What follows belongs to an exercise in optimizing a design on an open flow for small area; a production flow would make more cautious choices.
Where RTL was checked, it was by simulation tests only, not by an equivalence proof against the original.
The clock port is modelled as an ideal driver; clocking choices that lean on that would not hold on a real chip.

## lane 1
==> flow/design.v <==
module top(
    input  logic        clk,
    input  logic        SW,          
    input  logic [63:0] pattern,     
    output logic        _48b         
);
    logic reset;
    assign reset = ~SW;
    logic [63:0] ra, ry;             
    logic [5:0]  d;                  
    logic        tpar;               
    logic        pol;
    logic        fresh;
    logic        inpass;             
    logic [9:1]  L;                  
    logic        E;                  
    logic [7:0]  R0;                 
    assign pol = ~tpar;
    logic ld;
    assign ld = reset & fresh;
    logic a0, a1, a7, a8, a9, a15;
    assign a0  = ra[0]  ^ pol;
    assign a1  = ra[1]  ^ pol;
    assign a7  = ra[7]  ^ pol;
    assign a8  = ra[8]  ^ pol;
    assign a9  = ra[9]  ^ pol;
    assign a15 = ra[15] ^ pol;
    logic h_alive;                   
    logic t1, t7, t8, t9, t15;       
    assign h_alive = a0  & (ry[0]  | fresh);
    assign t1      = a1  & (ry[1]  | fresh);
    assign t7      = a7  & (ry[7]  | fresh);
    assign t8      = a8  & (ry[8]  | fresh);
    assign t9      = a9  & (ry[9]  | fresh);
    assign t15     = a15 & (ry[15] | fresh);
    logic c0, c7, r0, r7;
    assign c0 = (d[2:0] == 3'd0);
    assign c7 = (d[2:0] == 3'd7);
    assign r0 = (d[5:3] == 3'd0);
    assign r7 = (d[5:3] == 3'd7);
    logic nul, nu, nur, nl, nr, ndl, nd, ndr;
    assign nul = c0 ? L[1]  : L[9];
    assign nu  = L[8];
    assign nur = c7 ? E     : L[7];
    assign nl  = c0 ? t7    : L[1];
    assign nr  = c7 ? L[7]  : t1;
    assign ndl = r7 ? R0[0] : (c0 ? t15 : t7);
    assign nd  = r7 ? R0[7] : t8;
    assign ndr = r7 ? R0[6] : (c7 ? t1 : t9);
    logic u0, u1, b0, b1, s0, s1, z0, z1, one;
    assign {u1, u0} = nul + nu + nur;
    assign {b1, b0} = ndl + nd + ndr;
    assign {s1, s0} = nl + nr;
    assign {z1, z0} = u0 + b0 + s0;
    assign one = ((z1 ^ u1) & ~(b1 | s1)) | ((b1 ^ s1) & ~(z1 | u1));
    logic h_dead1, h_dead2, new_alive, new_a, new_y;
    assign h_dead1   = ~a0 & ry[0] & ~fresh;
    assign h_dead2   = a0 & ~ry[0] & ~fresh;
    assign new_alive = one & (z0 | h_alive);
    assign new_a     = new_alive | h_dead1;
    assign new_y     = new_alive | h_alive;
    always_ff @(posedge clk) begin
        for (int k = 0; k < 63; k++)
            ra[k] <= ~((ld | ra[k+1]) & (SW | pattern[k]));
        ra[63] <= ~((ld | (inpass ? new_a ^ pol : ra[0])) & (SW | pattern[63]));
        ry <= {inpass ? new_y : ry[0], ry[63:1]};
        L  <= {L[8:1], h_alive};
        if (c0) E <= L[8];
        R0 <= {R0[6:0], (inpass & r0) ? h_alive : R0[7]};
    end
    logic [3:0] ph;                  
    logic       sh, sd;
    logic [4:0] w;
    logic       idle, fpar;
    logic [2:0] blk;
    logic       N, CB;
    logic we, wlast, slot_end, frame_end, idle_end, enter_gap;
    assign we        = (ph == 4'd1);
    assign sh        = (ph == 4'd2) | (ph == 4'd4) | (ph == 4'd9) | (ph == 4'd3) | (ph == 4'd6);
    assign sd        = (ph == 4'd13) | (ph == 4'd10) | (ph == 4'd5) | (ph == 4'd11) | (ph == 4'd7);
    assign wlast     = we & (w == 5'd31);
    assign slot_end  = wlast & ~idle;
    assign frame_end = slot_end & (d[4:0] == 5'd1) & (d[5] == fpar);
    assign idle_end  = wlast & idle & blk[2];
    assign enter_gap = (slot_end & ~frame_end) | idle_end;
    logic restart;
    assign restart = idle_end | reset;
    always_ff @(posedge clk) begin
        ph <= reset ? 4'd12 : enter_gap ? 4'd8 : {ph[2:0], ph[3] ^ ph[2]};
        w <= (reset | enter_gap) ? 5'd7 : w + {4'd0, we};
        blk <= restart ? 3'd0 : blk + {2'd0, wlast & idle};
        idle <= ~restart & (idle | frame_end);
        fpar <= ~reset & (fpar ^ frame_end);
        d <= reset ? 6'd0 : d + {5'd0, ~slot_end};
        tpar <= ~(reset | tpar);
    end
    always_ff @(posedge clk) begin
        if (reset) begin
            inpass <= 1'b0; fresh <= 1'b1;
        end else if (d == 6'd63) begin
            inpass <= idle & (blk == 3'd0) & (w[4:2] == 3'b001);
            if (inpass) fresh <= 1'b0;
        end
    end
    logic n_in;
    always_comb begin
        if (idle) n_in = h_alive;
        else case (w[4:3])
            2'd1: n_in = h_dead2;        
            2'd2: n_in = h_dead1;        
            2'd3: n_in = t1;             
            default: n_in = h_alive;     
        endcase
    end
    always_ff @(posedge clk) begin
        if (d == 6'd0) N <= n_in;
        if (we && w[2:0] == 3'd7) CB <= N;
    end
    assign _48b = ~idle & (sh | (sd & CB));
endmodule
clock: 10.0 ns
lec_check: 0
cap_margin: 20
core_margin: 2
core_utilization: 40
slew_margin: 20
standard.sh (not shown) runs the stock make flow with config.mk's settings and CLKGATE_MAP_FILE= SYNTH_SCRIPT=/design/flow/synth_recipe.tcl, a recipe that flattens the netlist after the stock synthesis.
==> flow/flow/run.sh <==
#!/bin/bash
# Standard layout, with the port buffers made of the smallest buffer cell,
# a clock tree of small buffers without dummy loads, and the clock buffers
# that drive slow edges upsized after clock tree synthesis.
set -euo pipefail
here=$(pwd)
export BUFFER_PORTS_ARGS="-buffer_cell sky130_fd_sc_hd__buf_1"
export CTS_ARGS="-sink_clustering_enable -repair_clock_nets -dont_use_dummy_load -buf_list sky130_fd_sc_hd__clkbuf_4"
export POST_CTS_TCL="$here/flow/post_cts.tcl"
bash standard.sh > standard.log 2>&1
==> flow/flow/post_cts.tcl <==
# After clock tree synthesis: trade the ample setup slack for smaller cells,
# then upsize the clock buffers whose flip-flop loads would see a slow edge.
estimate_parasitics -placement
repair_timing -recover_power 100 -setup_margin 1.0
set upsized 0
foreach inst [get_cells clkbuf*] {
  if { [get_property $inst ref_name] != "sky130_fd_sc_hd__clkbuf_4" } { continue }
  set net [get_nets -of_objects [get_pins [get_full_name $inst]/X]]
  set worst 0
  foreach p [get_pins -of_objects $net -filter "direction == input"] {
    foreach prop {slew_max_rise slew_max_fall} {
      set s [get_property $p $prop]
      if { $s > $worst } { set worst $s }
    }
  }
  if { $worst > 0.122 } {
    puts "post_cts: upsizing [get_full_name $inst] (worst load slew $worst ns)"
    replace_cell $inst sky130_fd_sc_hd__clkbuf_8
    incr upsized
  }
}
detailed_placement
check_placement -verbose
estimate_parasitics -placement
Changes in lane 2 relative to lane 1:
--- a/flow/design.v
+++ b/flow/design.v
@@ -38,19 +38,16 @@
     assign c7 = (d[2:0] == 3'd7);
     assign r0 = (d[5:3] == 3'd0);
     assign r7 = (d[5:3] == 3'd7);
-    logic nul, nu, nur, nl, nr, ndl, nd, ndr;
-    assign nul = c0 ? L[1]  : L[9];
-    assign nu  = L[8];
-    assign nur = c7 ? E     : L[7];
-    assign nl  = c0 ? t7    : L[1];
-    assign nr  = c7 ? L[7]  : t1;
-    assign ndl = r7 ? R0[0] : (c0 ? t15 : t7);
-    assign nd  = r7 ? R0[7] : t8;
-    assign ndr = r7 ? R0[6] : (c7 ? t1 : t9);
+    logic cl1, cl2, cr1, cr2, cm;
+    assign cl1 = c0 ? t7 : L[9];
+    assign cl2 = r7 ? R0[0] : (c0 ? t15 : t7);
+    assign cr1 = c7 ? E : t1;
+    assign cr2 = r7 ? R0[6] : (c7 ? t1 : t9);
+    assign cm  = r7 ? R0[7] : t8;
     logic u0, u1, b0, b1, s0, s1, z0, z1, one;
-    assign {u1, u0} = nul + nu + nur;
-    assign {b1, b0} = ndl + nd + ndr;
-    assign {s1, s0} = nl + nr;
+    assign {u1, u0} = L[1] + cl1 + cl2;
+    assign {b1, b0} = L[7] + cr1 + cr2;
+    assign {s1, s0} = L[8] + cm;
     assign {z1, z0} = u0 + b0 + s0;
     assign one = ((z1 ^ u1) & ~(b1 | s1)) | ((b1 ^ s1) & ~(z1 | u1));
     logic h_dead1, h_dead2, new_alive, new_a, new_y;
Notes after the runs:
Clock period minus final worst setup slack for lane 2 is higher than for lane 1.
Lane 2 vs. lane 1: arithmetic-cell share of the synthesized area counting full adders, half adders and majority gates now sits at about the same level, largest fanout on the critical path now sits higher, worst setup slack now sits lower, slew of the pin with the lowest slew margin now sits higher, post-layout instance count excluding filler cells now sits at about the same level.
Lane 2 ended up with a higher synthesis-to-finish area growth than lane 1 did.
Lane 2 does worse than lane 1 on wire length.
Utilization after layout on lane 2 is up relative to lane 1.
Diff lane 1 -> lane 2: final clock period utilization by the worst path went up, detailed-route vias per instance went up.
No functional check of the RTL was part of lane 2.

[re-timing with driven ports]
The results above use ideal ports. As a check the final layouts listed here were re-extracted and re-timed, cells and wires unchanged.
Step 1 (the two cells are an assumption about what drives the block):
set clk [get_ports {clk}]
set_driving_cell -lib_cell sky130_fd_sc_hd__clkbuf_16 $clk
set_driving_cell -lib_cell sky130_fd_sc_hd__buf_2 [delete_from_list [all_inputs] $clk]
Step 2, shift: input delay + t, output delay - t, t = (earliest + latest rising clock arrival at the registers) / 2. This alone moves slack from input paths to output paths.
Three values: no drivers, after step 1, after step 2; two values: the first two.
run | shift t [ns] | slack for setup (ns) | hold WS [ns] | slew at the worst register clock pin (ns)
lane 1 | 0.434 | 6.204 / 6.171 / 5.784 | 0.304 / 0.304 / 0.304 | 0.11 / 0.11
lane 2 | 0.449 | 6.122 / 6.127 / 5.685 | 0.314 / 0.314 / 0.314 | 0.12 / 0.12
After both steps setup and hold are still met in every run listed. The setup slack of lane 2, which loses most, moves by +0.005 ns with the drivers and by -0.437 ns with both steps.
